What follows belongs to an exercise in optimizing a design on an open flow for small area and a short achievable clock period; a production flow would make more cautious choices.
RTL that was checked went through simulation tests only; none was proved equivalent to the original.
For run 1, only the layout was checked, not whether the RTL still works.

==> flow/design.v, too long to show whole: its modules and the start of the top module <==
// module fft_complex_compute: 3156 lines
// module cbfly_fa: 4 lines
// module cbfly_ha: 4 lines
module fft_complex_compute #(
  parameter DATA_WIDTH = 32
) (
  input  logic clk,
  input  logic [DATA_WIDTH-1:0] x_N,
  input  logic [DATA_WIDTH-1:0] x_M,
  input  logic [DATA_WIDTH-1:0] w_N,
  output logic [DATA_WIDTH-1:0] y_N,
  output logic [DATA_WIDTH-1:0] y_M
);
  // ...
==> flow/run.sh <==
#!/bin/bash
# synth_recipe.tcl (not shown) runs the flow's synth.tcl, then flattens the netlist and writes it again
# the make line also repeats each setting of config.mk as NAME=value (left out here)
make -C /OpenROAD-flow-scripts/flow DESIGN_CONFIG=/design/flow/config.mk WORK_HOME=/design/flow/orfs CLKGATE_MAP_FILE= SYNTH_SCRIPT=/design/flow/synth_recipe.tcl finish
==> flow/config.mk <==
export PLATFORM = sky130hd
export DESIGN_NAME = fft_complex_compute
export DESIGN_NICKNAME = fft_complex_compute
export VERILOG_FILES = /design/flow/design.v
export SDC_FILE = /design/flow/constraint.sdc
export NUM_CORES = 4
export LEC_CHECK = 0
export ABC_AREA = 1
export CAP_MARGIN = 20
export CORE_MARGIN = 2
export CORE_UTILIZATION = 40
export SETUP_SLACK_MARGIN = 4.5
export SLEW_MARGIN = 20
export SYNTH_HIERARCHICAL = 1
export SYNTH_MINIMUM_KEEP_SIZE = 0
==> flow/constraint.sdc <==
create_clock -name core_clock -period 8.0 [get_ports {clk}]
set_input_delay 1.6000 -clock core_clock [delete_from_list [all_inputs] [get_ports {clk}]]
set_output_delay 1.6000 -clock core_clock [all_outputs]
set_load 0.01 [all_outputs]
==> reports/summary.txt, run 1 <==
synth unique cells -> 37
share of the synthesized area in the top cell type -> 0.263
max layer used -> met4
clock transition at the registers of the reported paths -> 60 ps
Top class by area -> multi-input combinational cells
comb_multi_in -> 2,567
Slew @ Worst Pin -> 875 ps
# setup viols final -> 0
FMAX -> 260 MHz
Nets -> 4,386
most common cell after layout, fill and taps aside -> xor2_1
adder-cell share of the synthesized area -> 0.322
sequential area share after synthesis -> 0.214
Largest stage delay, worst path -> 390 ps
Filler Cell Count -> 7,332
post-synthesis register bit count -> 344
Final Cell Area -> 39,000 um2
Post-Synth Simple-Gate Area -> 0.101
Clock H-tree levels -> 2
placed cell area -> 34,400 um2
R2R depth -> 7
Slew HR -> 0.411
GR peak layer -> met2
Non-clk bufs -> 383
post-cts sizing count -> 589
global-route wire length before repair -> 162 mm
mux cell area share after synthesis -> 0.00491
Starting Density -> 0.405
Setup crit start kind -> flip-flop
CP max stage cell -> dfxtp_1
Clock buf/inv share -> 0.0358
maximum clock insertion buffer count -> 3
outcome -> no timing/DRC/antenna violations
Reg area -> 7020 um2
Synth Area in Compound Gates -> 0.119
Top Family by Delay on Critical Path -> simple AND/OR/NAND/NOR gates
CP Cell Sequence -> ha_4, buf_4, nor2_4, inv_2, nor2_4, nand4_1, nand3_1, nand2_1, nand2_1, buf_2
GR Util met2 -> 0.404
CP arrival -> 2250 ps
period utilization -> 0.481
==> inputs of run 2 (changes only) <==
--- a/flow/design.v
+++ b/flow/design.v
@@ -3,17 +3,17 @@
 ) (
   input  logic clk,
   input  logic [DATA_WIDTH-1:0] x_N,
   input  logic [DATA_WIDTH-1:0] x_M,
   input  logic [DATA_WIDTH-1:0] w_N,
   output logic [DATA_WIDTH-1:0] y_N,
   output logic [DATA_WIDTH-1:0] y_M
 );
-  logic [15:0] ar, ai, wr, wi;
+  logic [15:0] ar, ai, wr, wi, wrn, win;
   logic [15:0] ar2, ai2;
   logic [15:0] ynr, yni, ymr, ymi;
   logic [15:0] ar3, ai3, dr3, di3;
   logic [7:0] br_neg, br_one, br_two;
   logic [7:0] bi_neg, bi_one, bi_two;
   logic pp1;
   logic pp2;
   logic pp3;
@@ -1587,20 +1587,20 @@
   logic s1571;
   logic c1572;
   logic s1573;
   logic c1574;
   logic s1575;
   logic c1576;
   logic s1577;
   logic c1578;
-  logic [15:0] dr_x1579;
-  logic [15:0] dr_y1580;
-  logic lc1581;
-  logic lc1582;
+  logic s1579;
+  logic c1580;
+  logic s1581;
+  logic c1582;
   logic s1583;
   logic c1584;
   logic s1585;
   logic c1586;
   logic s1587;
   logic c1588;
   logic s1589;
   logic c1590;
@@ -1619,73 +1619,457 @@
   logic s1603;
   logic c1604;
   logic s1605;
   logic c1606;
   logic s1607;
   logic c1608;
   logic s1609;
   logic c1610;
-  logic s1611;
-  logic c1612;
-  logic s1613;
-  logic c1614;
-  logic s1615;
-  logic c1616;
-  logic s1617;
-  logic c1618;
-  logic s1619;
-  logic c1620;
-  logic s1621;
-  logic c1622;
-  logic s1623;
-  logic c1624;
-  logic s1625;
-  logic c1626;
-  logic s1627;
-  logic c1628;
-  logic s1629;
-  logic c1630;
-  logic s1631;
-  logic c1632;
-  logic s1633;
-  logic c1634;
-  logic s1635;
-  logic c1636;
-  logic s1637;
-  logic c1638;
-  logic s1639;
-  logic c1640;
-  logic s1641;
-  logic c1642;
-  logic s1643;
-  logic c1644;
-  logic s1645;
-  logic c1646;
-  logic [15:0] di_x1647;
-  logic [15:0] di_y1648;
+  logic [15:0] ynr_x1611;
+  logic [15:0] ynr_y1612;
+  logic [15:0] ynr_g1613;
+  logic [15:0] ynr_p1614;
+  logic ynr_G1615;
+  logic ynr_G1616;
+  logic ynr_P1617;
+  logic ynr_G1618;
+  logic ynr_P1619;
+  logic ynr_G1620;
+  logic ynr_P1621;
+  logic ynr_G1622;
+  logic ynr_P1623;
+  logic ynr_G1624;
+  logic ynr_P1625;
+  logic ynr_G1626;
+  logic ynr_P1627;
+  logic ynr_G1628;
+  logic ynr_P1629;
+  logic ynr_G1630;
+  logic ynr_G1631;
+  logic ynr_G1632;
+  logic ynr_P1633;
+  logic ynr_G1634;
+  logic ynr_P1635;
+  logic ynr_G1636;
+  logic ynr_P1637;
+  logic ynr_G1638;
+  logic ynr_P1639;
+  logic ynr_G1640;
+  logic ynr_P1641;
+  logic ynr_G1642;
+  logic ynr_P1643;
+  logic ynr_G1644;
+  logic ynr_G1645;
+  logic ynr_G1646;
+  logic ynr_G1647;
+  logic ynr_G1648;
+  logic ynr_P1649;
+  logic ynr_G1650;
+  logic ynr_P1651;
+  logic ynr_G1652;
+  logic ynr_P1653;
+  logic ynr_G1654;
+  logic ynr_P1655;
+  logic ynr_G1656;
+  logic ynr_G1657;
+  logic ynr_G1658;
+  logic ynr_G1659;
+  logic ynr_G1660;
+  logic ynr_G1661;
+  logic ynr_G1662;
+  logic ynr_G1663;
+  logic [15:0] ynr_s1664;
+  logic na1665;
+  logic na1666;
+  logic na1667;
+  logic na1668;
+  logic na1669;
+  logic na1670;
+  logic na1671;
+  logic na1672;
+  logic na1673;
+  logic na1674;
+  logic na1675;
+  logic na1676;
+  logic na1677;
+  logic na1678;
+  logic na1679;
+  logic na1680;
+  logic s1681;
+  logic c1682;
+  logic s1683;
+  logic c1684;
+  logic s1685;
+  logic c1686;
+  logic s1687;
+  logic c1688;
+  logic s1689;
+  logic c1690;
+  logic s1691;
+  logic c1692;
+  logic s1693;
+  logic c1694;
+  logic s1695;
+  logic c1696;
+  logic s1697;
+  logic c1698;
+  logic s1699;
+  logic c1700;
+  logic s1701;
+  logic c1702;
+  logic s1703;
+  logic c1704;
+  logic s1705;
+  logic c1706;
+  logic s1707;
+  logic c1708;
+  logic s1709;
+  logic c1710;
+  logic s1711;
+  logic c1712;
+  logic [15:0] ymr_x1713;
+  logic [15:0] ymr_y1714;
+  logic [15:0] ymr_g1715;
+  logic [15:0] ymr_p1716;
+  logic ymr_G1717;
+  logic ymr_G1718;
+  logic ymr_P1719;
+  logic ymr_G1720;
+  logic ymr_P1721;
+  logic ymr_G1722;
+  logic ymr_P1723;
+  logic ymr_G1724;
+  logic ymr_P1725;
+  logic ymr_G1726;
+  logic ymr_P1727;
+  logic ymr_G1728;
+  logic ymr_P1729;
+  logic ymr_G1730;
+  logic ymr_P1731;
+  logic ymr_G1732;
+  logic ymr_G1733;
+  logic ymr_G1734;
+  logic ymr_P1735;
+  logic ymr_G1736;
+  logic ymr_P1737;
+  logic ymr_G1738;
+  logic ymr_P1739;
+  logic ymr_G1740;
+  logic ymr_P1741;
+  logic ymr_G1742;
+  logic ymr_P1743;
+  logic ymr_G1744;
+  logic ymr_P1745;
+  logic ymr_G1746;
+  logic ymr_G1747;
+  logic ymr_G1748;
+  logic ymr_G1749;
+  logic ymr_G1750;
+  logic ymr_P1751;
+  logic ymr_G1752;
+  logic ymr_P1753;
+  logic ymr_G1754;
+  logic ymr_P1755;
+  logic ymr_G1756;
+  logic ymr_P1757;
+  logic ymr_G1758;
+  logic ymr_G1759;
+  logic ymr_G1760;
+  logic ymr_G1761;
+  logic ymr_G1762;
+  logic ymr_G1763;
+  logic ymr_G1764;
+  logic ymr_G1765;
+  logic [15:0] ymr_s1766;
+  logic lc1767;
+  logic lc1768;
+  logic s1769;
+  logic c1770;
+  logic s1771;
+  logic c1772;
+  logic s1773;
+  logic c1774;
+  logic s1775;
+  logic c1776;
+  logic s1777;
+  logic c1778;
+  logic s1779;
+  logic c1780;
+  logic s1781;
+  logic c1782;
+  logic s1783;
+  logic c1784;
+  logic s1785;
+  logic c1786;
+  logic s1787;
+  logic c1788;
+  logic s1789;
+  logic c1790;
+  logic s1791;
+  logic c1792;
+  logic s1793;
+  logic c1794;
+  logic s1795;
+  logic c1796;
+  logic s1797;
+  logic c1798;
+  logic s1799;
+  logic c1800;
+  logic s1801;
+  logic c1802;
+  logic s1803;
+  logic c1804;
+  logic s1805;
+  logic c1806;
+  logic s1807;
+  logic c1808;
+  logic s1809;
+  logic c1810;
+  logic s1811;
+  logic c1812;
+  logic s1813;
+  logic c1814;
+  logic s1815;
+  logic c1816;
+  logic s1817;
+  logic c1818;
+  logic s1819;
+  logic c1820;
+  logic s1821;
+  logic c1822;
+  logic s1823;
+  logic c1824;
+  logic s1825;
+  logic c1826;
+  logic s1827;
+  logic c1828;
+  logic s1829;
+  logic c1830;
+  logic s1831;
+  logic c1832;
+  logic s1833;
+  logic c1834;
+  logic s1835;
+  logic c1836;
+  logic s1837;
+  logic c1838;
+  logic s1839;
+  logic c1840;
+  logic s1841;
+  logic c1842;
+  logic s1843;
+  logic c1844;
+  logic s1845;
+  logic c1846;
+  logic s1847;
+  logic c1848;
+  logic s1849;
+  logic c1850;
+  logic s1851;
+  logic c1852;
+  logic s1853;
+  logic c1854;
+  logic s1855;
+  logic c1856;
+  logic s1857;
+  logic c1858;
+  logic s1859;
+  logic c1860;
+  logic s1861;
+  logic c1862;
+  logic s1863;
+  logic c1864;
+  logic [15:0] yni_x1865;
+  logic [15:0] yni_y1866;
+  logic [15:0] yni_g1867;
+  logic [15:0] yni_p1868;
+  logic yni_G1869;
+  logic yni_G1870;
+  logic yni_P1871;
+  logic yni_G1872;
+  logic yni_P1873;
+  logic yni_G1874;
+  logic yni_P1875;
+  logic yni_G1876;
+  logic yni_P1877;
+  logic yni_G1878;
+  logic yni_P1879;
+  logic yni_G1880;
+  logic yni_P1881;
+  logic yni_G1882;
+  logic yni_P1883;
+  logic yni_G1884;
+  logic yni_G1885;
+  logic yni_G1886;
+  logic yni_P1887;
+  logic yni_G1888;
+  logic yni_P1889;
+  logic yni_G1890;
+  logic yni_P1891;
+  logic yni_G1892;
+  logic yni_P1893;
+  logic yni_G1894;
+  logic yni_P1895;
+  logic yni_G1896;
+  logic yni_P1897;
+  logic yni_G1898;
+  logic yni_G1899;
+  logic yni_G1900;
+  logic yni_G1901;
+  logic yni_G1902;
+  logic yni_P1903;
+  logic yni_G1904;
+  logic yni_P1905;
+  logic yni_G1906;
+  logic yni_P1907;
+  logic yni_G1908;
+  logic yni_P1909;
+  logic yni_G1910;
+  logic yni_G1911;
+  logic yni_G1912;
+  logic yni_G1913;
+  logic yni_G1914;
+  logic yni_G1915;
+  logic yni_G1916;
+  logic yni_G1917;
+  logic [15:0] yni_s1918;
+  logic na1919;
+  logic na1920;
+  logic na1921;
+  logic na1922;
+  logic na1923;
+  logic na1924;
+  logic na1925;
+  logic na1926;
+  logic na1927;
+  logic na1928;
+  logic na1929;
+  logic na1930;
+  logic na1931;
+  logic na1932;
+  logic na1933;
+  logic na1934;
+  logic s1935;
+  logic c1936;
+  logic s1937;
+  logic c1938;
+  logic s1939;
+  logic c1940;
+  logic s1941;
+  logic c1942;
+  logic s1943;
+  logic c1944;
+  logic s1945;
+  logic c1946;
+  logic s1947;
+  logic c1948;
+  logic s1949;
+  logic c1950;
+  logic s1951;
+  logic c1952;
+  logic s1953;
+  logic c1954;
+  logic s1955;
+  logic c1956;
+  logic s1957;
+  logic c1958;
+  logic s1959;
+  logic c1960;
+  logic s1961;
+  logic c1962;
+  logic s1963;
+  logic c1964;
+  logic s1965;
+  logic c1966;
+  logic [15:0] ymi_x1967;
+  logic [15:0] ymi_y1968;
+  logic [15:0] ymi_g1969;
+  logic [15:0] ymi_p1970;
+  logic ymi_G1971;
+  logic ymi_G1972;
+  logic ymi_P1973;
+  logic ymi_G1974;
+  logic ymi_P1975;
+  logic ymi_G1976;
+  logic ymi_P1977;
+  logic ymi_G1978;
+  logic ymi_P1979;
+  logic ymi_G1980;
+  logic ymi_P1981;
+  logic ymi_G1982;
+  logic ymi_P1983;
+  logic ymi_G1984;
+  logic ymi_P1985;
+  logic ymi_G1986;
+  logic ymi_G1987;
+  logic ymi_G1988;
+  logic ymi_P1989;
+  logic ymi_G1990;
+  logic ymi_P1991;
+  logic ymi_G1992;
+  logic ymi_P1993;
+  logic ymi_G1994;
+  logic ymi_P1995;
+  logic ymi_G1996;
+  logic ymi_P1997;
+  logic ymi_G1998;
+  logic ymi_P1999;
+  logic ymi_G2000;
+  logic ymi_G2001;
+  logic ymi_G2002;
+  logic ymi_G2003;
+  logic ymi_G2004;
+  logic ymi_P2005;
+  logic ymi_G2006;
+  logic ymi_P2007;
+  logic ymi_G2008;
+  logic ymi_P2009;
+  logic ymi_G2010;
+  logic ymi_P2011;
+  logic ymi_G2012;
+  logic ymi_G2013;
+  logic ymi_G2014;
+  logic ymi_G2015;
+  logic ymi_G2016;
+  logic ymi_G2017;
+  logic ymi_G2018;
+  logic ymi_G2019;
+  logic [15:0] ymi_s2020;
   wire [16:0] br_x = {x_M[31:16], 1'b0};
-  always_ff @(posedge clk) begin
+  logic [7:0] br_neg_d, br_one_d, br_two_d;
+  always_comb begin
     for (int k = 0; k < 8; k++) begin
-      br_neg[k] <= br_x[2*k+2];
-      br_one[k] <= br_x[2*k+1] ^ br_x[2*k];
-      br_two[k] <= (br_x[2*k+2] & ~br_x[2*k+1] & ~br_x[2*k]) |
-                     (~br_x[2*k+2] & br_x[2*k+1] & br_x[2*k]);
+      br_neg_d[k] = br_x[2*k+2];
+      br_one_d[k] = br_x[2*k+1] ^ br_x[2*k];
+      br_two_d[k] = (br_x[2*k+2] & ~br_x[2*k+1] & ~br_x[2*k]) |
+                      (~br_x[2*k+2] & br_x[2*k+1] & br_x[2*k]);
     end
   end
-  wire [16:0] bi_x = {x_M[15:0], 1'b0};
   always_ff @(posedge clk) begin
+    br_neg <= br_neg_d;
+    br_one <= br_one_d;
+    br_two <= br_two_d;
+  end
+  wire [16:0] bi_x = {x_M[15:0], 1'b0};
+  logic [7:0] bi_neg_d, bi_one_d, bi_two_d;
+  always_comb begin
     for (int k = 0; k < 8; k++) begin
-      bi_neg[k] <= bi_x[2*k+2];
-      bi_one[k] <= bi_x[2*k+1] ^ bi_x[2*k];
-      bi_two[k] <= (bi_x[2*k+2] & ~bi_x[2*k+1] & ~bi_x[2*k]) |
-                     (~bi_x[2*k+2] & bi_x[2*k+1] & bi_x[2*k]);
+      bi_neg_d[k] = bi_x[2*k+2];
+      bi_one_d[k] = bi_x[2*k+1] ^ bi_x[2*k];
+      bi_two_d[k] = (bi_x[2*k+2] & ~bi_x[2*k+1] & ~bi_x[2*k]) |
+                      (~bi_x[2*k+2] & bi_x[2*k+1] & bi_x[2*k]);
     end
   end
   always_ff @(posedge clk) begin
+    bi_neg <= bi_neg_d;
+    bi_one <= bi_one_d;
+    bi_two <= bi_two_d;
+  end
+  always_ff @(posedge clk) begin
     ar <= x_N[31:16]; ai <= x_N[15:0];
     wr <= w_N[31:16]; wi <= w_N[15:0];
   end
   assign pp1 = (br_one[0] & wr[0]) ^ br_neg[0];
   assign pp2 = ((br_one[0] & wr[1]) | (br_two[0] & wr[0])) ^ br_neg[0];
   assign pp3 = ((br_one[0] & wr[2]) | (br_two[0] & wr[1])) ^ br_neg[0];
   assign pp4 = ((br_one[0] & wr[3]) | (br_two[0] & wr[2])) ^ br_neg[0];
   assign pp5 = ((br_one[0] & wr[4]) | (br_two[0] & wr[3])) ^ br_neg[0];
@@ -3100,64 +3484,368 @@
   cbfly_fa u_s1563 (.a(qr_h12_0), .b(qr_h12_1), .c(qr_h12_2), .s(s1563), .co(c1564));
   cbfly_fa u_s1565 (.a(qr_h12_3), .b(c1560), .c(s1563), .s(s1565), .co(c1566));
   cbfly_fa u_s1567 (.a(qr_h13_0), .b(qr_h13_1), .c(qr_h13_2), .s(s1567), .co(c1568));
   cbfly_fa u_s1569 (.a(qr_h13_3), .b(c1564), .c(s1567), .s(s1569), .co(c1570));
   cbfly_fa u_s1571 (.a(qr_h14_0), .b(qr_h14_1), .c(qr_h14_2), .s(s1571), .co(c1572));
   cbfly_fa u_s1573 (.a(qr_h14_3), .b(c1568), .c(s1571), .s(s1573), .co(c1574));
   cbfly_fa u_s1575 (.a(qr_h15_0), .b(qr_h15_1), .c(qr_h15_2), .s(s1575), .co(c1576));
   cbfly_fa u_s1577 (.a(qr_h15_3), .b(c1572), .c(s1575), .s(s1577), .co(c1578));
-  assign dr_x1579 = {c1574, c1570, c1566, c1562, c1558, c1554, c1550, c1546, c1542, c1538, c1534, c1530, c1526, c1522, c1518, s1515};
-  assign dr_y1580 = {s1577, s1573, s1569, s1565, s1561, s1557, s1553, s1549, s1545, s1541, s1537, s1533, s1529, s1525, s1521, s1517};
-  always_ff @(posedge clk) begin
-    dr3 <= dr_x1579 + dr_y1580;
-    ar3 <= ar2;
-  end
-  assign lc1581 = qi_l0g1 | (qi_l0p1 & qi_l0g0);
-  assign lc1582 = qi_l1g1 | (qi_l1p1 & qi_l1g0);
-  cbfly_fa u_s1583 (.a(qi_h0_0), .b(qi_h0_1), .c(qi_h0_2), .s(s1583), .co(c1584));
-  cbfly_fa u_s1585 (.a(qi_h0_3), .b(lc1581), .c(lc1582), .s(s1585), .co(c1586));
-  cbfly_fa u_s1587 (.a(qi_h1_0), .b(qi_h1_1), .c(qi_h1_2), .s(s1587), .co(c1588));
-  cbfly_fa u_s1589 (.a(qi_h1_3), .b(c1584), .c(s1587), .s(s1589), .co(c1590));
-  cbfly_fa u_s1591 (.a(qi_h2_0), .b(qi_h2_1), .c(qi_h2_2), .s(s1591), .co(c1592));
-  cbfly_fa u_s1593 (.a(qi_h2_3), .b(c1588), .c(s1591), .s(s1593), .co(c1594));
-  cbfly_fa u_s1595 (.a(qi_h3_0), .b(qi_h3_1), .c(qi_h3_2), .s(s1595), .co(c1596));
-  cbfly_fa u_s1597 (.a(qi_h3_3), .b(c1592), .c(s1595), .s(s1597), .co(c1598));
-  cbfly_fa u_s1599 (.a(qi_h4_0), .b(qi_h4_1), .c(qi_h4_2), .s(s1599), .co(c1600));
-  cbfly_fa u_s1601 (.a(qi_h4_3), .b(c1596), .c(s1599), .s(s1601), .co(c1602));
-  cbfly_fa u_s1603 (.a(qi_h5_0), .b(qi_h5_1), .c(qi_h5_2), .s(s1603), .co(c1604));
-  cbfly_fa u_s1605 (.a(qi_h5_3), .b(c1600), .c(s1603), .s(s1605), .co(c1606));
-  cbfly_fa u_s1607 (.a(qi_h6_0), .b(qi_h6_1), .c(qi_h6_2), .s(s1607), .co(c1608));
-  cbfly_ha u_s1609 (.a(c1604), .b(s1607), .s(s1609), .co(c1610));
-  cbfly_fa u_s1611 (.a(qi_h7_0), .b(qi_h7_1), .c(qi_h7_2), .s(s1611), .co(c1612));
-  cbfly_fa u_s1613 (.a(qi_h7_3), .b(c1608), .c(s1611), .s(s1613), .co(c1614));
-  cbfly_fa u_s1615 (.a(qi_h8_0), .b(qi_h8_1), .c(qi_h8_2), .s(s1615), .co(c1616));
-  cbfly_ha u_s1617 (.a(c1612), .b(s1615), .s(s1617), .co(c1618));
-  cbfly_fa u_s1619 (.a(qi_h9_0), .b(qi_h9_1), .c(qi_h9_2), .s(s1619), .co(c1620));
-  cbfly_fa u_s1621 (.a(qi_h9_3), .b(c1616), .c(s1619), .s(s1621), .co(c1622));
-  cbfly_fa u_s1623 (.a(qi_h10_0), .b(qi_h10_1), .c(qi_h10_2), .s(s1623), .co(c1624));
-  cbfly_fa u_s1625 (.a(qi_h10_3), .b(c1620), .c(s1623), .s(s1625), .co(c1626));
-  cbfly_fa u_s1627 (.a(qi_h11_0), .b(qi_h11_1), .c(qi_h11_2), .s(s1627), .co(c1628));
-  cbfly_fa u_s1629 (.a(qi_h11_3), .b(c1624), .c(s1627), .s(s1629), .co(c1630));
-  cbfly_fa u_s1631 (.a(qi_h12_0), .b(qi_h12_1), .c(qi_h12_2), .s(s1631), .co(c1632));
-  cbfly_fa u_s1633 (.a(qi_h12_3), .b(c1628), .c(s1631), .s(s1633), .co(c1634));
-  cbfly_fa u_s1635 (.a(qi_h13_0), .b(qi_h13_1), .c(qi_h13_2), .s(s1635), .co(c1636));
-  cbfly_fa u_s1637 (.a(qi_h13_3), .b(c1632), .c(s1635), .s(s1637), .co(c1638));
-  cbfly_fa u_s1639 (.a(qi_h14_0), .b(qi_h14_1), .c(qi_h14_2), .s(s1639), .co(c1640));
-  cbfly_fa u_s1641 (.a(qi_h14_3), .b(c1636), .c(s1639), .s(s1641), .co(c1642));
-  cbfly_fa u_s1643 (.a(qi_h15_0), .b(qi_h15_1), .c(qi_h15_2), .s(s1643), .co(c1644));
-  cbfly_fa u_s1645 (.a(qi_h15_3), .b(c1640), .c(s1643), .s(s1645), .co(c1646));
-  assign di_x1647 = {c1642, c1638, c1634, c1630, c1626, c1622, c1618, c1614, c1610, c1606, c1602, c1598, c1594, c1590, c1586, s1583};
-  assign di_y1648 = {s1645, s1641, s1637, s1633, s1629, s1625, s1621, s1617, s1613, s1609, s1605, s1601, s1597, s1593, s1589, s1585};
-  always_ff @(posedge clk) begin
-    di3 <= di_x1647 + di_y1648;
-    ai3 <= ai2;
-  end
-  assign y_N = {ar3 + dr3, ai3 + di3};
-  assign y_M = {ar3 - dr3, ai3 - di3};
+  cbfly_ha u_s1579 (.a(ar2[0]), .b(s1515), .s(s1579), .co(c1580));
+  cbfly_fa u_s1581 (.a(ar2[1]), .b(c1518), .c(c1580), .s(s1581), .co(c1582));
+  cbfly_fa u_s1583 (.a(ar2[2]), .b(c1522), .c(s1525), .s(s1583), .co(c1584));
+  cbfly_fa u_s1585 (.a(ar2[3]), .b(c1526), .c(s1529), .s(s1585), .co(c1586));
+  cbfly_fa u_s1587 (.a(ar2[4]), .b(c1530), .c(s1533), .s(s1587), .co(c1588));
+  cbfly_fa u_s1589 (.a(ar2[5]), .b(c1534), .c(s1537), .s(s1589), .co(c1590));
+  cbfly_fa u_s1591 (.a(ar2[6]), .b(s1541), .c(c1538), .s(s1591), .co(c1592));
+  cbfly_fa u_s1593 (.a(ar2[7]), .b(c1542), .c(s1545), .s(s1593), .co(c1594));
+  cbfly_fa u_s1595 (.a(ar2[8]), .b(s1549), .c(c1546), .s(s1595), .co(c1596));
+  cbfly_fa u_s1597 (.a(ar2[9]), .b(c1550), .c(s1553), .s(s1597), .co(c1598));
+  cbfly_fa u_s1599 (.a(ar2[10]), .b(c1554), .c(s1557), .s(s1599), .co(c1600));
+  cbfly_fa u_s1601 (.a(ar2[11]), .b(c1558), .c(s1561), .s(s1601), .co(c1602));
+  cbfly_fa u_s1603 (.a(ar2[12]), .b(c1562), .c(s1565), .s(s1603), .co(c1604));
+  cbfly_fa u_s1605 (.a(ar2[13]), .b(c1566), .c(s1569), .s(s1605), .co(c1606));
+  cbfly_fa u_s1607 (.a(ar2[14]), .b(c1570), .c(s1573), .s(s1607), .co(c1608));
+  cbfly_fa u_s1609 (.a(ar2[15]), .b(c1574), .c(s1577), .s(s1609), .co(c1610));
+  assign ynr_x1611 = {c1608, c1606, c1604, c1602, c1600, c1598, c1596, c1594, c1592, c1590, c1588, c1586, c1584, c1582, s1521, s1517};
+  assign ynr_y1612 = {s1609, s1607, s1605, s1603, s1601, s1599, s1597, s1595, s1593, s1591, s1589, s1587, s1585, s1583, s1581, s1579};
+  assign ynr_g1613 = ynr_x1611 & ynr_y1612;
+  assign ynr_p1614 = ynr_x1611 ^ ynr_y1612;
+  assign ynr_G1615 = ynr_g1613[1] | (ynr_p1614[1] & ynr_g1613[0]);
+  assign ynr_G1616 = ynr_g1613[3] | (ynr_p1614[3] & ynr_g1613[2]);
+  assign ynr_P1617 = ynr_p1614[3] & ynr_p1614[2];
+  assign ynr_G1618 = ynr_g1613[5] | (ynr_p1614[5] & ynr_g1613[4]);
+  assign ynr_P1619 = ynr_p1614[5] & ynr_p1614[4];
+  assign ynr_G1620 = ynr_g1613[7] | (ynr_p1614[7] & ynr_g1613[6]);
+  assign ynr_P1621 = ynr_p1614[7] & ynr_p1614[6];
+  assign ynr_G1622 = ynr_g1613[9] | (ynr_p1614[9] & ynr_g1613[8]);
+  assign ynr_P1623 = ynr_p1614[9] & ynr_p1614[8];
+  assign ynr_G1624 = ynr_g1613[11] | (ynr_p1614[11] & ynr_g1613[10]);
+  assign ynr_P1625 = ynr_p1614[11] & ynr_p1614[10];
+  assign ynr_G1626 = ynr_g1613[13] | (ynr_p1614[13] & ynr_g1613[12]);
+  assign ynr_P1627 = ynr_p1614[13] & ynr_p1614[12];
+  assign ynr_G1628 = ynr_g1613[15] | (ynr_p1614[15] & ynr_g1613[14]);
+  assign ynr_P1629 = ynr_p1614[15] & ynr_p1614[14];
+  assign ynr_G1630 = ynr_g1613[2] | (ynr_p1614[2] & ynr_G1615);
+  assign ynr_G1631 = ynr_G1616 | (ynr_P1617 & ynr_G1615);
+  assign ynr_G1632 = ynr_g1613[6] | (ynr_p1614[6] & ynr_G1618);
+  assign ynr_P1633 = ynr_p1614[6] & ynr_P1619;
+  assign ynr_G1634 = ynr_G1620 | (ynr_P1621 & ynr_G1618);
+  assign ynr_P1635 = ynr_P1621 & ynr_P1619;
+  assign ynr_G1636 = ynr_g1613[10] | (ynr_p1614[10] & ynr_G1622);
+  assign ynr_P1637 = ynr_p1614[10] & ynr_P1623;
+  assign ynr_G1638 = ynr_G1624 | (ynr_P1625 & ynr_G1622);
+  assign ynr_P1639 = ynr_P1625 & ynr_P1623;
+  assign ynr_G1640 = ynr_g1613[14] | (ynr_p1614[14] & ynr_G1626);
+  assign ynr_P1641 = ynr_p1614[14] & ynr_P1627;
+  assign ynr_G1642 = ynr_G1628 | (ynr_P1629 & ynr_G1626);
+  assign ynr_P1643 = ynr_P1629 & ynr_P1627;
+  assign ynr_G1644 = ynr_g1613[4] | (ynr_p1614[4] & ynr_G1631);
+  assign ynr_G1645 = ynr_G1618 | (ynr_P1619 & ynr_G1631);
+  assign ynr_G1646 = ynr_G1632 | (ynr_P1633 & ynr_G1631);
+  assign ynr_G1647 = ynr_G1634 | (ynr_P1635 & ynr_G1631);
+  assign ynr_G1648 = ynr_g1613[12] | (ynr_p1614[12] & ynr_G1638);
+  assign ynr_P1649 = ynr_p1614[12] & ynr_P1639;
+  assign ynr_G1650 = ynr_G1626 | (ynr_P1627 & ynr_G1638);
+  assign ynr_P1651 = ynr_P1627 & ynr_P1639;
+  assign ynr_G1652 = ynr_G1640 | (ynr_P1641 & ynr_G1638);
+  assign ynr_P1653 = ynr_P1641 & ynr_P1639;
+  assign ynr_G1654 = ynr_G1642 | (ynr_P1643 & ynr_G1638);
+  assign ynr_P1655 = ynr_P1643 & ynr_P1639;
+  assign ynr_G1656 = ynr_g1613[8] | (ynr_p1614[8] & ynr_G1647);
+  assign ynr_G1657 = ynr_G1622 | (ynr_P1623 & ynr_G1647);
+  assign ynr_G1658 = ynr_G1636 | (ynr_P1637 & ynr_G1647);
+  assign ynr_G1659 = ynr_G1638 | (ynr_P1639 & ynr_G1647);
+  assign ynr_G1660 = ynr_G1648 | (ynr_P1649 & ynr_G1647);
+  assign ynr_G1661 = ynr_G1650 | (ynr_P1651 & ynr_G1647);
+  assign ynr_G1662 = ynr_G1652 | (ynr_P1653 & ynr_G1647);
+  assign ynr_G1663 = ynr_G1654 | (ynr_P1655 & ynr_G1647);
+  assign ynr_s1664 = {ynr_p1614[15] ^ ynr_G1662, ynr_p1614[14] ^ ynr_G1661, ynr_p1614[13] ^ ynr_G1660, ynr_p1614[12] ^ ynr_G1659, ynr_p1614[11] ^ ynr_G1658, ynr_p1614[10] ^ ynr_G1657, ynr_p1614[9] ^ ynr_G1656, ynr_p1614[8] ^ ynr_G1647, ynr_p1614[7] ^ ynr_G1646, ynr_p1614[6] ^ ynr_G1645, ynr_p1614[5] ^ ynr_G1644, ynr_p1614[4] ^ ynr_G1631, ynr_p1614[3] ^ ynr_G1630, ynr_p1614[2] ^ ynr_G1615, ynr_p1614[1] ^ ynr_g1613[0], ynr_p1614[0]};
+  always_ff @(posedge clk) ynr <= ynr_s1664;
+  assign na1665 = ~ar2[0];
+  assign na1666 = ~ar2[1];
+  assign na1667 = ~ar2[2];
+  assign na1668 = ~ar2[3];
+  assign na1669 = ~ar2[4];
+  assign na1670 = ~ar2[5];
+  assign na1671 = ~ar2[6];
+  assign na1672 = ~ar2[7];
+  assign na1673 = ~ar2[8];
+  assign na1674 = ~ar2[9];
+  assign na1675 = ~ar2[10];
+  assign na1676 = ~ar2[11];
+  assign na1677 = ~ar2[12];
+  assign na1678 = ~ar2[13];
+  assign na1679 = ~ar2[14];
+  assign na1680 = ~ar2[15];
+  cbfly_ha u_s1681 (.a(na1665), .b(s1515), .s(s1681), .co(c1682));
+  cbfly_fa u_s1683 (.a(na1666), .b(c1518), .c(c1682), .s(s1683), .co(c1684));
+  cbfly_fa u_s1685 (.a(na1667), .b(c1522), .c(s1525), .s(s1685), .co(c1686));
+  cbfly_fa u_s1687 (.a(na1668), .b(c1526), .c(s1529), .s(s1687), .co(c1688));
+  cbfly_fa u_s1689 (.a(na1669), .b(c1530), .c(s1533), .s(s1689), .co(c1690));
+  cbfly_fa u_s1691 (.a(na1670), .b(c1534), .c(s1537), .s(s1691), .co(c1692));
+  cbfly_fa u_s1693 (.a(na1671), .b(s1541), .c(c1538), .s(s1693), .co(c1694));
+  cbfly_fa u_s1695 (.a(na1672), .b(c1542), .c(s1545), .s(s1695), .co(c1696));
+  cbfly_fa u_s1697 (.a(na1673), .b(s1549), .c(c1546), .s(s1697), .co(c1698));
+  cbfly_fa u_s1699 (.a(na1674), .b(c1550), .c(s1553), .s(s1699), .co(c1700));
+  cbfly_fa u_s1701 (.a(na1675), .b(c1554), .c(s1557), .s(s1701), .co(c1702));
+  cbfly_fa u_s1703 (.a(na1676), .b(c1558), .c(s1561), .s(s1703), .co(c1704));
+  cbfly_fa u_s1705 (.a(na1677), .b(c1562), .c(s1565), .s(s1705), .co(c1706));
+  cbfly_fa u_s1707 (.a(na1678), .b(c1566), .c(s1569), .s(s1707), .co(c1708));
+  cbfly_fa u_s1709 (.a(na1679), .b(c1570), .c(s1573), .s(s1709), .co(c1710));
+  cbfly_fa u_s1711 (.a(na1680), .b(c1574), .c(s1577), .s(s1711), .co(c1712));
+  assign ymr_x1713 = {c1710, c1708, c1706, c1704, c1702, c1700, c1698, c1696, c1694, c1692, c1690, c1688, c1686, c1684, s1521, s1517};
+  assign ymr_y1714 = {s1711, s1709, s1707, s1705, s1703, s1701, s1699, s1697, s1695, s1693, s1691, s1689, s1687, s1685, s1683, s1681};
+  assign ymr_g1715 = ymr_x1713 & ymr_y1714;
+  assign ymr_p1716 = ymr_x1713 ^ ymr_y1714;
+  assign ymr_G1717 = ymr_g1715[1] | (ymr_p1716[1] & ymr_g1715[0]);
+  assign ymr_G1718 = ymr_g1715[3] | (ymr_p1716[3] & ymr_g1715[2]);
+  assign ymr_P1719 = ymr_p1716[3] & ymr_p1716[2];
+  assign ymr_G1720 = ymr_g1715[5] | (ymr_p1716[5] & ymr_g1715[4]);
+  assign ymr_P1721 = ymr_p1716[5] & ymr_p1716[4];
+  assign ymr_G1722 = ymr_g1715[7] | (ymr_p1716[7] & ymr_g1715[6]);
+  assign ymr_P1723 = ymr_p1716[7] & ymr_p1716[6];
+  assign ymr_G1724 = ymr_g1715[9] | (ymr_p1716[9] & ymr_g1715[8]);
+  assign ymr_P1725 = ymr_p1716[9] & ymr_p1716[8];
+  assign ymr_G1726 = ymr_g1715[11] | (ymr_p1716[11] & ymr_g1715[10]);
+  assign ymr_P1727 = ymr_p1716[11] & ymr_p1716[10];
+  assign ymr_G1728 = ymr_g1715[13] | (ymr_p1716[13] & ymr_g1715[12]);
+  assign ymr_P1729 = ymr_p1716[13] & ymr_p1716[12];
+  assign ymr_G1730 = ymr_g1715[15] | (ymr_p1716[15] & ymr_g1715[14]);
+  assign ymr_P1731 = ymr_p1716[15] & ymr_p1716[14];
+  assign ymr_G1732 = ymr_g1715[2] | (ymr_p1716[2] & ymr_G1717);
+  assign ymr_G1733 = ymr_G1718 | (ymr_P1719 & ymr_G1717);
+  assign ymr_G1734 = ymr_g1715[6] | (ymr_p1716[6] & ymr_G1720);
+  assign ymr_P1735 = ymr_p1716[6] & ymr_P1721;
+  assign ymr_G1736 = ymr_G1722 | (ymr_P1723 & ymr_G1720);
+  assign ymr_P1737 = ymr_P1723 & ymr_P1721;
+  assign ymr_G1738 = ymr_g1715[10] | (ymr_p1716[10] & ymr_G1724);
+  assign ymr_P1739 = ymr_p1716[10] & ymr_P1725;
+  assign ymr_G1740 = ymr_G1726 | (ymr_P1727 & ymr_G1724);
+  assign ymr_P1741 = ymr_P1727 & ymr_P1725;
+  assign ymr_G1742 = ymr_g1715[14] | (ymr_p1716[14] & ymr_G1728);
+  assign ymr_P1743 = ymr_p1716[14] & ymr_P1729;
+  assign ymr_G1744 = ymr_G1730 | (ymr_P1731 & ymr_G1728);
+  assign ymr_P1745 = ymr_P1731 & ymr_P1729;
+  assign ymr_G1746 = ymr_g1715[4] | (ymr_p1716[4] & ymr_G1733);
+  assign ymr_G1747 = ymr_G1720 | (ymr_P1721 & ymr_G1733);
+  assign ymr_G1748 = ymr_G1734 | (ymr_P1735 & ymr_G1733);
+  assign ymr_G1749 = ymr_G1736 | (ymr_P1737 & ymr_G1733);
+  assign ymr_G1750 = ymr_g1715[12] | (ymr_p1716[12] & ymr_G1740);
+  assign ymr_P1751 = ymr_p1716[12] & ymr_P1741;
+  assign ymr_G1752 = ymr_G1728 | (ymr_P1729 & ymr_G1740);
+  assign ymr_P1753 = ymr_P1729 & ymr_P1741;
+  assign ymr_G1754 = ymr_G1742 | (ymr_P1743 & ymr_G1740);
+  assign ymr_P1755 = ymr_P1743 & ymr_P1741;
+  assign ymr_G1756 = ymr_G1744 | (ymr_P1745 & ymr_G1740);
+  assign ymr_P1757 = ymr_P1745 & ymr_P1741;
+  assign ymr_G1758 = ymr_g1715[8] | (ymr_p1716[8] & ymr_G1749);
+  assign ymr_G1759 = ymr_G1724 | (ymr_P1725 & ymr_G1749);
+  assign ymr_G1760 = ymr_G1738 | (ymr_P1739 & ymr_G1749);
+  assign ymr_G1761 = ymr_G1740 | (ymr_P1741 & ymr_G1749);
+  assign ymr_G1762 = ymr_G1750 | (ymr_P1751 & ymr_G1749);
+  assign ymr_G1763 = ymr_G1752 | (ymr_P1753 & ymr_G1749);
+  assign ymr_G1764 = ymr_G1754 | (ymr_P1755 & ymr_G1749);
+  assign ymr_G1765 = ymr_G1756 | (ymr_P1757 & ymr_G1749);
+  assign ymr_s1766 = {ymr_p1716[15] ^ ymr_G1764, ymr_p1716[14] ^ ymr_G1763, ymr_p1716[13] ^ ymr_G1762, ymr_p1716[12] ^ ymr_G1761, ymr_p1716[11] ^ ymr_G1760, ymr_p1716[10] ^ ymr_G1759, ymr_p1716[9] ^ ymr_G1758, ymr_p1716[8] ^ ymr_G1749, ymr_p1716[7] ^ ymr_G1748, ymr_p1716[6] ^ ymr_G1747, ymr_p1716[5] ^ ymr_G1746, ymr_p1716[4] ^ ymr_G1733, ymr_p1716[3] ^ ymr_G1732, ymr_p1716[2] ^ ymr_G1717, ymr_p1716[1] ^ ymr_g1715[0], ymr_p1716[0]};
+  always_ff @(posedge clk) ymr <= ~ymr_s1766;
+  assign lc1767 = qi_l0g1 | (qi_l0p1 & qi_l0g0);
+  assign lc1768 = qi_l1g1 | (qi_l1p1 & qi_l1g0);
+  cbfly_fa u_s1769 (.a(qi_h0_0), .b(qi_h0_1), .c(qi_h0_2), .s(s1769), .co(c1770));
+  cbfly_fa u_s1771 (.a(qi_h0_3), .b(lc1767), .c(lc1768), .s(s1771), .co(c1772));
+  cbfly_fa u_s1773 (.a(qi_h1_0), .b(qi_h1_1), .c(qi_h1_2), .s(s1773), .co(c1774));
+  cbfly_fa u_s1775 (.a(qi_h1_3), .b(c1770), .c(s1773), .s(s1775), .co(c1776));
+  cbfly_fa u_s1777 (.a(qi_h2_0), .b(qi_h2_1), .c(qi_h2_2), .s(s1777), .co(c1778));
+  cbfly_fa u_s1779 (.a(qi_h2_3), .b(c1774), .c(s1777), .s(s1779), .co(c1780));
+  cbfly_fa u_s1781 (.a(qi_h3_0), .b(qi_h3_1), .c(qi_h3_2), .s(s1781), .co(c1782));
+  cbfly_fa u_s1783 (.a(qi_h3_3), .b(c1778), .c(s1781), .s(s1783), .co(c1784));
+  cbfly_fa u_s1785 (.a(qi_h4_0), .b(qi_h4_1), .c(qi_h4_2), .s(s1785), .co(c1786));
+  cbfly_fa u_s1787 (.a(qi_h4_3), .b(c1782), .c(s1785), .s(s1787), .co(c1788));
+  cbfly_fa u_s1789 (.a(qi_h5_0), .b(qi_h5_1), .c(qi_h5_2), .s(s1789), .co(c1790));
+  cbfly_fa u_s1791 (.a(qi_h5_3), .b(c1786), .c(s1789), .s(s1791), .co(c1792));
+  cbfly_fa u_s1793 (.a(qi_h6_0), .b(qi_h6_1), .c(qi_h6_2), .s(s1793), .co(c1794));
+  cbfly_ha u_s1795 (.a(c1790), .b(s1793), .s(s1795), .co(c1796));
+  cbfly_fa u_s1797 (.a(qi_h7_0), .b(qi_h7_1), .c(qi_h7_2), .s(s1797), .co(c1798));
+  cbfly_fa u_s1799 (.a(qi_h7_3), .b(c1794), .c(s1797), .s(s1799), .co(c1800));
+  cbfly_fa u_s1801 (.a(qi_h8_0), .b(qi_h8_1), .c(qi_h8_2), .s(s1801), .co(c1802));
+  cbfly_ha u_s1803 (.a(c1798), .b(s1801), .s(s1803), .co(c1804));
+  cbfly_fa u_s1805 (.a(qi_h9_0), .b(qi_h9_1), .c(qi_h9_2), .s(s1805), .co(c1806));
+  cbfly_fa u_s1807 (.a(qi_h9_3), .b(c1802), .c(s1805), .s(s1807), .co(c1808));
+  cbfly_fa u_s1809 (.a(qi_h10_0), .b(qi_h10_1), .c(qi_h10_2), .s(s1809), .co(c1810));
+  cbfly_fa u_s1811 (.a(qi_h10_3), .b(c1806), .c(s1809), .s(s1811), .co(c1812));
+  cbfly_fa u_s1813 (.a(qi_h11_0), .b(qi_h11_1), .c(qi_h11_2), .s(s1813), .co(c1814));
+  cbfly_fa u_s1815 (.a(qi_h11_3), .b(c1810), .c(s1813), .s(s1815), .co(c1816));
+  cbfly_fa u_s1817 (.a(qi_h12_0), .b(qi_h12_1), .c(qi_h12_2), .s(s1817), .co(c1818));
+  cbfly_fa u_s1819 (.a(qi_h12_3), .b(c1814), .c(s1817), .s(s1819), .co(c1820));
+  cbfly_fa u_s1821 (.a(qi_h13_0), .b(qi_h13_1), .c(qi_h13_2), .s(s1821), .co(c1822));
+  cbfly_fa u_s1823 (.a(qi_h13_3), .b(c1818), .c(s1821), .s(s1823), .co(c1824));
+  cbfly_fa u_s1825 (.a(qi_h14_0), .b(qi_h14_1), .c(qi_h14_2), .s(s1825), .co(c1826));
+  cbfly_fa u_s1827 (.a(qi_h14_3), .b(c1822), .c(s1825), .s(s1827), .co(c1828));
+  cbfly_fa u_s1829 (.a(qi_h15_0), .b(qi_h15_1), .c(qi_h15_2), .s(s1829), .co(c1830));
+  cbfly_fa u_s1831 (.a(qi_h15_3), .b(c1826), .c(s1829), .s(s1831), .co(c1832));
+  cbfly_ha u_s1833 (.a(ai2[0]), .b(s1769), .s(s1833), .co(c1834));
+  cbfly_fa u_s1835 (.a(ai2[1]), .b(c1772), .c(c1834), .s(s1835), .co(c1836));
+  cbfly_fa u_s1837 (.a(ai2[2]), .b(c1776), .c(s1779), .s(s1837), .co(c1838));
+  cbfly_fa u_s1839 (.a(ai2[3]), .b(c1780), .c(s1783), .s(s1839), .co(c1840));
+  cbfly_fa u_s1841 (.a(ai2[4]), .b(c1784), .c(s1787), .s(s1841), .co(c1842));
+  cbfly_fa u_s1843 (.a(ai2[5]), .b(c1788), .c(s1791), .s(s1843), .co(c1844));
+  cbfly_fa u_s1845 (.a(ai2[6]), .b(s1795), .c(c1792), .s(s1845), .co(c1846));
+  cbfly_fa u_s1847 (.a(ai2[7]), .b(c1796), .c(s1799), .s(s1847), .co(c1848));
+  cbfly_fa u_s1849 (.a(ai2[8]), .b(s1803), .c(c1800), .s(s1849), .co(c1850));
+  cbfly_fa u_s1851 (.a(ai2[9]), .b(c1804), .c(s1807), .s(s1851), .co(c1852));
+  cbfly_fa u_s1853 (.a(ai2[10]), .b(c1808), .c(s1811), .s(s1853), .co(c1854));
+  cbfly_fa u_s1855 (.a(ai2[11]), .b(c1812), .c(s1815), .s(s1855), .co(c1856));
+  cbfly_fa u_s1857 (.a(ai2[12]), .b(c1816), .c(s1819), .s(s1857), .co(c1858));
+  cbfly_fa u_s1859 (.a(ai2[13]), .b(c1820), .c(s1823), .s(s1859), .co(c1860));
+  cbfly_fa u_s1861 (.a(ai2[14]), .b(c1824), .c(s1827), .s(s1861), .co(c1862));
+  cbfly_fa u_s1863 (.a(ai2[15]), .b(c1828), .c(s1831), .s(s1863), .co(c1864));
+  assign yni_x1865 = {c1862, c1860, c1858, c1856, c1854, c1852, c1850, c1848, c1846, c1844, c1842, c1840, c1838, c1836, s1775, s1771};
+  assign yni_y1866 = {s1863, s1861, s1859, s1857, s1855, s1853, s1851, s1849, s1847, s1845, s1843, s1841, s1839, s1837, s1835, s1833};
+  assign yni_g1867 = yni_x1865 & yni_y1866;
+  assign yni_p1868 = yni_x1865 ^ yni_y1866;
+  assign yni_G1869 = yni_g1867[1] | (yni_p1868[1] & yni_g1867[0]);
+  assign yni_G1870 = yni_g1867[3] | (yni_p1868[3] & yni_g1867[2]);
+  assign yni_P1871 = yni_p1868[3] & yni_p1868[2];
+  assign yni_G1872 = yni_g1867[5] | (yni_p1868[5] & yni_g1867[4]);
+  assign yni_P1873 = yni_p1868[5] & yni_p1868[4];
+  assign yni_G1874 = yni_g1867[7] | (yni_p1868[7] & yni_g1867[6]);
+  assign yni_P1875 = yni_p1868[7] & yni_p1868[6];
+  assign yni_G1876 = yni_g1867[9] | (yni_p1868[9] & yni_g1867[8]);
+  assign yni_P1877 = yni_p1868[9] & yni_p1868[8];
+  assign yni_G1878 = yni_g1867[11] | (yni_p1868[11] & yni_g1867[10]);
+  assign yni_P1879 = yni_p1868[11] & yni_p1868[10];
+  assign yni_G1880 = yni_g1867[13] | (yni_p1868[13] & yni_g1867[12]);
+  assign yni_P1881 = yni_p1868[13] & yni_p1868[12];
+  assign yni_G1882 = yni_g1867[15] | (yni_p1868[15] & yni_g1867[14]);
+  assign yni_P1883 = yni_p1868[15] & yni_p1868[14];
+  assign yni_G1884 = yni_g1867[2] | (yni_p1868[2] & yni_G1869);
+  assign yni_G1885 = yni_G1870 | (yni_P1871 & yni_G1869);
+  assign yni_G1886 = yni_g1867[6] | (yni_p1868[6] & yni_G1872);
+  assign yni_P1887 = yni_p1868[6] & yni_P1873;
+  assign yni_G1888 = yni_G1874 | (yni_P1875 & yni_G1872);
+  assign yni_P1889 = yni_P1875 & yni_P1873;
+  assign yni_G1890 = yni_g1867[10] | (yni_p1868[10] & yni_G1876);
+  assign yni_P1891 = yni_p1868[10] & yni_P1877;
+  assign yni_G1892 = yni_G1878 | (yni_P1879 & yni_G1876);
+  assign yni_P1893 = yni_P1879 & yni_P1877;
+  assign yni_G1894 = yni_g1867[14] | (yni_p1868[14] & yni_G1880);
+  assign yni_P1895 = yni_p1868[14] & yni_P1881;
+  assign yni_G1896 = yni_G1882 | (yni_P1883 & yni_G1880);
+  assign yni_P1897 = yni_P1883 & yni_P1881;
+  assign yni_G1898 = yni_g1867[4] | (yni_p1868[4] & yni_G1885);
+  assign yni_G1899 = yni_G1872 | (yni_P1873 & yni_G1885);
+  assign yni_G1900 = yni_G1886 | (yni_P1887 & yni_G1885);
+  assign yni_G1901 = yni_G1888 | (yni_P1889 & yni_G1885);
+  assign yni_G1902 = yni_g1867[12] | (yni_p1868[12] & yni_G1892);
+  assign yni_P1903 = yni_p1868[12] & yni_P1893;
+  assign yni_G1904 = yni_G1880 | (yni_P1881 & yni_G1892);
+  assign yni_P1905 = yni_P1881 & yni_P1893;
+  assign yni_G1906 = yni_G1894 | (yni_P1895 & yni_G1892);
+  assign yni_P1907 = yni_P1895 & yni_P1893;
+  assign yni_G1908 = yni_G1896 | (yni_P1897 & yni_G1892);
+  assign yni_P1909 = yni_P1897 & yni_P1893;
+  assign yni_G1910 = yni_g1867[8] | (yni_p1868[8] & yni_G1901);
+  assign yni_G1911 = yni_G1876 | (yni_P1877 & yni_G1901);
+  assign yni_G1912 = yni_G1890 | (yni_P1891 & yni_G1901);
+  assign yni_G1913 = yni_G1892 | (yni_P1893 & yni_G1901);
+  assign yni_G1914 = yni_G1902 | (yni_P1903 & yni_G1901);
+  assign yni_G1915 = yni_G1904 | (yni_P1905 & yni_G1901);
+  assign yni_G1916 = yni_G1906 | (yni_P1907 & yni_G1901);
+  assign yni_G1917 = yni_G1908 | (yni_P1909 & yni_G1901);
+  assign yni_s1918 = {yni_p1868[15] ^ yni_G1916, yni_p1868[14] ^ yni_G1915, yni_p1868[13] ^ yni_G1914, yni_p1868[12] ^ yni_G1913, yni_p1868[11] ^ yni_G1912, yni_p1868[10] ^ yni_G1911, yni_p1868[9] ^ yni_G1910, yni_p1868[8] ^ yni_G1901, yni_p1868[7] ^ yni_G1900, yni_p1868[6] ^ yni_G1899, yni_p1868[5] ^ yni_G1898, yni_p1868[4] ^ yni_G1885, yni_p1868[3] ^ yni_G1884, yni_p1868[2] ^ yni_G1869, yni_p1868[1] ^ yni_g1867[0], yni_p1868[0]};
+  always_ff @(posedge clk) yni <= yni_s1918;
+  assign na1919 = ~ai2[0];
+  assign na1920 = ~ai2[1];
+  assign na1921 = ~ai2[2];
+  assign na1922 = ~ai2[3];
+  assign na1923 = ~ai2[4];
+  assign na1924 = ~ai2[5];
+  assign na1925 = ~ai2[6];
+  assign na1926 = ~ai2[7];
+  assign na1927 = ~ai2[8];
+  assign na1928 = ~ai2[9];
+  assign na1929 = ~ai2[10];
+  assign na1930 = ~ai2[11];
+  assign na1931 = ~ai2[12];
+  assign na1932 = ~ai2[13];
+  assign na1933 = ~ai2[14];
+  assign na1934 = ~ai2[15];
+  cbfly_ha u_s1935 (.a(na1919), .b(s1769), .s(s1935), .co(c1936));
+  cbfly_fa u_s1937 (.a(na1920), .b(c1772), .c(c1936), .s(s1937), .co(c1938));
+  cbfly_fa u_s1939 (.a(na1921), .b(c1776), .c(s1779), .s(s1939), .co(c1940));
+  cbfly_fa u_s1941 (.a(na1922), .b(c1780), .c(s1783), .s(s1941), .co(c1942));
+  cbfly_fa u_s1943 (.a(na1923), .b(c1784), .c(s1787), .s(s1943), .co(c1944));
+  cbfly_fa u_s1945 (.a(na1924), .b(c1788), .c(s1791), .s(s1945), .co(c1946));
+  cbfly_fa u_s1947 (.a(na1925), .b(s1795), .c(c1792), .s(s1947), .co(c1948));
+  cbfly_fa u_s1949 (.a(na1926), .b(c1796), .c(s1799), .s(s1949), .co(c1950));
+  cbfly_fa u_s1951 (.a(na1927), .b(s1803), .c(c1800), .s(s1951), .co(c1952));
+  cbfly_fa u_s1953 (.a(na1928), .b(c1804), .c(s1807), .s(s1953), .co(c1954));
+  cbfly_fa u_s1955 (.a(na1929), .b(c1808), .c(s1811), .s(s1955), .co(c1956));
+  cbfly_fa u_s1957 (.a(na1930), .b(c1812), .c(s1815), .s(s1957), .co(c1958));
+  cbfly_fa u_s1959 (.a(na1931), .b(c1816), .c(s1819), .s(s1959), .co(c1960));
+  cbfly_fa u_s1961 (.a(na1932), .b(c1820), .c(s1823), .s(s1961), .co(c1962));
+  cbfly_fa u_s1963 (.a(na1933), .b(c1824), .c(s1827), .s(s1963), .co(c1964));
+  cbfly_fa u_s1965 (.a(na1934), .b(c1828), .c(s1831), .s(s1965), .co(c1966));
+  assign ymi_x1967 = {c1964, c1962, c1960, c1958, c1956, c1954, c1952, c1950, c1948, c1946, c1944, c1942, c1940, c1938, s1775, s1771};
+  assign ymi_y1968 = {s1965, s1963, s1961, s1959, s1957, s1955, s1953, s1951, s1949, s1947, s1945, s1943, s1941, s1939, s1937, s1935};
+  assign ymi_g1969 = ymi_x1967 & ymi_y1968;
+  assign ymi_p1970 = ymi_x1967 ^ ymi_y1968;
+  assign ymi_G1971 = ymi_g1969[1] | (ymi_p1970[1] & ymi_g1969[0]);
+  assign ymi_G1972 = ymi_g1969[3] | (ymi_p1970[3] & ymi_g1969[2]);
+  assign ymi_P1973 = ymi_p1970[3] & ymi_p1970[2];
+  assign ymi_G1974 = ymi_g1969[5] | (ymi_p1970[5] & ymi_g1969[4]);
+  assign ymi_P1975 = ymi_p1970[5] & ymi_p1970[4];
+  assign ymi_G1976 = ymi_g1969[7] | (ymi_p1970[7] & ymi_g1969[6]);
+  assign ymi_P1977 = ymi_p1970[7] & ymi_p1970[6];
+  assign ymi_G1978 = ymi_g1969[9] | (ymi_p1970[9] & ymi_g1969[8]);
+  assign ymi_P1979 = ymi_p1970[9] & ymi_p1970[8];
+  assign ymi_G1980 = ymi_g1969[11] | (ymi_p1970[11] & ymi_g1969[10]);
+  assign ymi_P1981 = ymi_p1970[11] & ymi_p1970[10];
+  assign ymi_G1982 = ymi_g1969[13] | (ymi_p1970[13] & ymi_g1969[12]);
+  assign ymi_P1983 = ymi_p1970[13] & ymi_p1970[12];
+  assign ymi_G1984 = ymi_g1969[15] | (ymi_p1970[15] & ymi_g1969[14]);
+  assign ymi_P1985 = ymi_p1970[15] & ymi_p1970[14];
+  assign ymi_G1986 = ymi_g1969[2] | (ymi_p1970[2] & ymi_G1971);
+  assign ymi_G1987 = ymi_G1972 | (ymi_P1973 & ymi_G1971);
+  assign ymi_G1988 = ymi_g1969[6] | (ymi_p1970[6] & ymi_G1974);
+  assign ymi_P1989 = ymi_p1970[6] & ymi_P1975;
+  assign ymi_G1990 = ymi_G1976 | (ymi_P1977 & ymi_G1974);
+  assign ymi_P1991 = ymi_P1977 & ymi_P1975;
+  assign ymi_G1992 = ymi_g1969[10] | (ymi_p1970[10] & ymi_G1978);
+  assign ymi_P1993 = ymi_p1970[10] & ymi_P1979;
+  assign ymi_G1994 = ymi_G1980 | (ymi_P1981 & ymi_G1978);
+  assign ymi_P1995 = ymi_P1981 & ymi_P1979;
+  assign ymi_G1996 = ymi_g1969[14] | (ymi_p1970[14] & ymi_G1982);
+  assign ymi_P1997 = ymi_p1970[14] & ymi_P1983;
+  assign ymi_G1998 = ymi_G1984 | (ymi_P1985 & ymi_G1982);
+  assign ymi_P1999 = ymi_P1985 & ymi_P1983;
+  assign ymi_G2000 = ymi_g1969[4] | (ymi_p1970[4] & ymi_G1987);
+  assign ymi_G2001 = ymi_G1974 | (ymi_P1975 & ymi_G1987);
+  assign ymi_G2002 = ymi_G1988 | (ymi_P1989 & ymi_G1987);
+  assign ymi_G2003 = ymi_G1990 | (ymi_P1991 & ymi_G1987);
+  assign ymi_G2004 = ymi_g1969[12] | (ymi_p1970[12] & ymi_G1994);
+  assign ymi_P2005 = ymi_p1970[12] & ymi_P1995;
+  assign ymi_G2006 = ymi_G1982 | (ymi_P1983 & ymi_G1994);
+  assign ymi_P2007 = ymi_P1983 & ymi_P1995;
+  assign ymi_G2008 = ymi_G1996 | (ymi_P1997 & ymi_G1994);
+  assign ymi_P2009 = ymi_P1997 & ymi_P1995;
+  assign ymi_G2010 = ymi_G1998 | (ymi_P1999 & ymi_G1994);
+  assign ymi_P2011 = ymi_P1999 & ymi_P1995;
+  assign ymi_G2012 = ymi_g1969[8] | (ymi_p1970[8] & ymi_G2003);
+  assign ymi_G2013 = ymi_G1978 | (ymi_P1979 & ymi_G2003);
+  assign ymi_G2014 = ymi_G1992 | (ymi_P1993 & ymi_G2003);
+  assign ymi_G2015 = ymi_G1994 | (ymi_P1995 & ymi_G2003);
+  assign ymi_G2016 = ymi_G2004 | (ymi_P2005 & ymi_G2003);
+  assign ymi_G2017 = ymi_G2006 | (ymi_P2007 & ymi_G2003);
+  assign ymi_G2018 = ymi_G2008 | (ymi_P2009 & ymi_G2003);
+  assign ymi_G2019 = ymi_G2010 | (ymi_P2011 & ymi_G2003);
+  assign ymi_s2020 = {ymi_p1970[15] ^ ymi_G2018, ymi_p1970[14] ^ ymi_G2017, ymi_p1970[13] ^ ymi_G2016, ymi_p1970[12] ^ ymi_G2015, ymi_p1970[11] ^ ymi_G2014, ymi_p1970[10] ^ ymi_G2013, ymi_p1970[9] ^ ymi_G2012, ymi_p1970[8] ^ ymi_G2003, ymi_p1970[7] ^ ymi_G2002, ymi_p1970[6] ^ ymi_G2001, ymi_p1970[5] ^ ymi_G2000, ymi_p1970[4] ^ ymi_G1987, ymi_p1970[3] ^ ymi_G1986, ymi_p1970[2] ^ ymi_G1971, ymi_p1970[1] ^ ymi_g1969[0], ymi_p1970[0]};
+  always_ff @(posedge clk) ymi <= ~ymi_s2020;
+  assign y_N = {ynr, yni};
+  assign y_M = {ymr, ymi};
 endmodule
 module cbfly_fa (input logic a, b, c, output logic s, co);
   assign s = a ^ b ^ c;
   assign co = (a & b) | (a & c) | (b & c);
 endmodule
 module cbfly_ha (input logic a, b, output logic s, co);
   assign s = a ^ b;
   assign co = a & b;
==> run 2 against run 1 <==
  * Die area is 2.6% lower
  * Critical path depth is 1 higher
  * Worst hold slack better by 4.2 ps
  * First-iteration DRC count is 12% higher
  * Synthesized area is 2.6% lower
  * Sequential share of layout area is 1.5 points higher
  * Synthesized cell count is 14% lower
  * Clock-buffer cell count is 1 higher
  * Critical path type is now flip-flop to flip-flop
==> reports/summary.txt, run 2 <==
Starting Density -> 0.404 (-0.00136)
number of DRC violations after detailed-routing iteration 0 -> 2,654
# setup viols final -> 0 (unchanged)
clock transition at the registers of the reported paths -> 70 ps (about the same)
Slew @ Worst Pin -> 1100 ps (+224 ps)
CP required -> 8530 ps
Final Hold Fails -> 0
CP arrival -> 4010 ps (+1760 ps)
DP HPWL -> 65.5 mm
initial antenna violation count -> 3
Slew HR -> 0.260 (-0.151)
post-route ant nets -> 0
hold wc startpoint -> ai[10]
share of the synthesized area in the top cell type -> 0.315 (+0.0518)
total negative slack -> 0 ps
All-Layer GR Usage -> 0.240
worst hold stages -> 0
maximum clock insertion buffer count -> 3 (unchanged)
top cells by area, synth -> fa_1 (31%), dfxtp_1 (22%), xor2_1 (15%)
Setup Skew -> 45.8 ps
Crit Path Class -> flip-flop to flip-flop
synth unique cells -> 28 (-24%)
sequential area share after synthesis -> 0.220 (+0.00570)
row cnt -> 102
most common cell after layout, fill and taps aside -> xor2_1
Die H -> 284 um
worst-path fanout max -> 30
Die ar. -> 80,400 um2
Synth area leader -> fa_1
total CTS buffers -> 42
Crit Reg-Reg Startpoint -> br_two[1]
Total Wirelength -> 97.9 mm
worst reg2reg setup slack -> 4520 ps
unrepaired setup endpoints after global routing -> yes
max-capacitance violation count -> 0
hold_ws -> 322 ps
FMAX -> 288 MHz (+11%)
Setup crit start kind -> flip-flop
TritonRoute pass-1 iters -> 7
I/O Buffers -> 160
CTS Root Cell -> clkbuf_16
layout cells sized above 1 -> 0.110
Synth Net Count -> 3,758
routability-driven placement congestion ratio -> 0.920
die width -> 284 um
syn avg cell area -> 10.3 um2
outcome -> no timing/DRC/antenna violations
core area -> 77,500 um2
routed len/inst -> 23.3 um
R2R Path End -> qi_l1g0
vias per cell -> 5.61
# IOs -> 161
Commonest cells post-synth -> xor2_1 (544), fa_1 (492), o22ai_1 (431)
minimum clock period -> 3480 ps
R2R depth -> 11 (+4)
most frequent cell after synthesis -> xor2_1
GR Overflow Total -> 0
clock latency on the worst-skew pair -> 620 ps
Syn Inst Count -> 3,047
final slew viol count -> 0
Nets -> 3,832 (-13%)
# DRC -> 0
Ys Warns -> 7
CTS tree -> done
global-route wire length before repair -> 147 mm (-9.2%)
post-synthesis register bit count -> 344 (unchanged)
number of flops mapped to enable cells by yosys -> 0
largest net degree at the start of global routing -> 34
synthesized cell area -> 31,300 um2
Filler Cell Count -> 7,270 (-0.85%)
Clock H-tree levels -> 2 (unchanged)
most frequent cells in the layout -> xor2_1 (537), fa_1 (482), o22ai_1 (427)
Hold Path Class -> flip-flop to flip-flop
ys async rst share -> 0
Layout area overhead -> 14.1%
crit end category -> flip-flop
hold worst-path end -> ai2[10]
via count -> 23,600
period utilization -> 0.435 (-0.0467)
Most used DFF post-synth -> dfxtp_1
vias in the first global route -> 24,100
clk sinks -> 344
==> run 2: worst max-delay path, stage by stage (launching register included) <==
cell and delay [ps]:
dfxtp_2 390, inv_1 90, buf_12 180, o22ai_2 140, xor2_1 210, fa_1 470
fa_2 630, fa_2 470, fa_2 530, o221a_2 160, nand2_1 50, nand2_1 50
==> run 2: area by class of cell <==
class,instances,area (um2),share of cell area
clock inverter,21,269,0.00754
inverter,284,1170,0.0329
timing repair inverter,3,22.5,0.000631
clock buffer,56,1180,0.0332
antenna,1,2.50,0.0000701
timing repair buffer,270,2820,0.0789
tap,1040,1300,0.0365
multi-input combinational,2176,22000,0.616
sequential,344,6950,0.195
==> run 2: how the worst max path moves through the flow <==
stage | startpoint | end | slack [ps] | depth (start not counted)
finish | br_two[1] | qi_l1g0 | 4520 | 11
floorplan | bi_neg[1] | qi_l0g0 | 4730 | 10
global route | br_one[1] | qi_l1g0 | 4470 | 11
detailed placement | bi_neg[3] | qr_h0_3 | 4020 | 7
CTS | bi_one[1] | qr_h0_3 | 4440 | 10
global placement | bi_neg[3] | qr_h0_3 | 4040 | 7
==> run 2: Yosys stat by module, one instance, submodules excluded <==
module,cells,area (um2)
fft_complex_compute,2519,21100
cbfly_fa,1,20.0
cbfly_ha,1,12.5
==> run 2: kinds of logic (layout without fill, tap and decap cells) <==
family | after synthesis | in the layout | synth area share
multiplexers | 14 | 14 | 0.00504
other | 0 | 1 | 0
adder cells (fa/ha/maj) | 614 | 614 | 0.364
AND/OR/NAND/NOR | 434 | 434 | 0.0542
buffers and inverters | 527 | 634 | 0.0826
XOR/XNOR | 554 | 554 | 0.155
AO/OA/AOI/OAI | 560 | 560 | 0.119
flip-flops | 344 | 344 | 0.220
==> run 2: metal layers <==
layer,vias to the layer above,part of all wire,global-route usage
met1,11500,0.38,0.302
met5,-,0.0016,0
met2,1537,0.44,0.373
met3,416,0.11,0.0681
met4,6,0.062,0.126
li1,10100,-,-
==> run 2: per-stage QoR <==
step / setup WS [ps] / utilization / cells / area [um2]
5_1_grt: 4470 / 0.460 / 4194 / 35700
2_1_floorplan: 4730 / - / 3047 / 31300
6_report: 4520 / 0.461 / 4195 / 35700
4_1_cts: 4440 / 0.454 / 4184 / 35200
3_3_place_gp: 4040 / 0.429 / 4074 / 33200
3_5_place_dp: 4020 / 0.429 / 4074 / 33200
==> run 2: repair_timing <==
| action | CTS | global route |
|---|---|---|
| hold buffers | 0 | 0 |
| endpoints found under the setup margin | 82 | 48 |
| endpoints found under the hold margin | 0 | 0 |
| pin swaps | 0 | 7 |
| gates resized for setup | 87 | 110 |
| cloned | 3 | 2 |
| buffers inserted | 30 | 8 |

## port drivers added, routing unchanged
The results above use ideal ports. As a check the final layouts listed here were re-extracted and re-timed, cells and wires unchanged.
Step 1, drivers: a clkbuf_16 drives clk and a buf_2 each remaining input, both assumed.
Step 2 adds t to the input delays and takes it off the output delays; t is the mean of the earliest and latest rising clock arrival at the registers after step 1. Input paths then give back, and output paths get back, about the clock's delay inside the block.
Slacks: ideal / step 1 / step 2; pairs: ideal / step 1.
| run | t (ns) | setup WS [ns] | worst setup path at the end | worst register clock-pin slew, ns | worst slew at a driven data input, ns |
|---|---|---|---|---|---|
| run 1 | 0.643 | 4.149 / 4.086 / 4.542 | register to register | 0.07 / 0.07 | 0.05 |
| run 2 | 0.663 | 4.522 / 4.522 / 4.522 | register to register | 0.07 / 0.07 | 0.05 |
After both steps setup and hold are still met in every run listed.
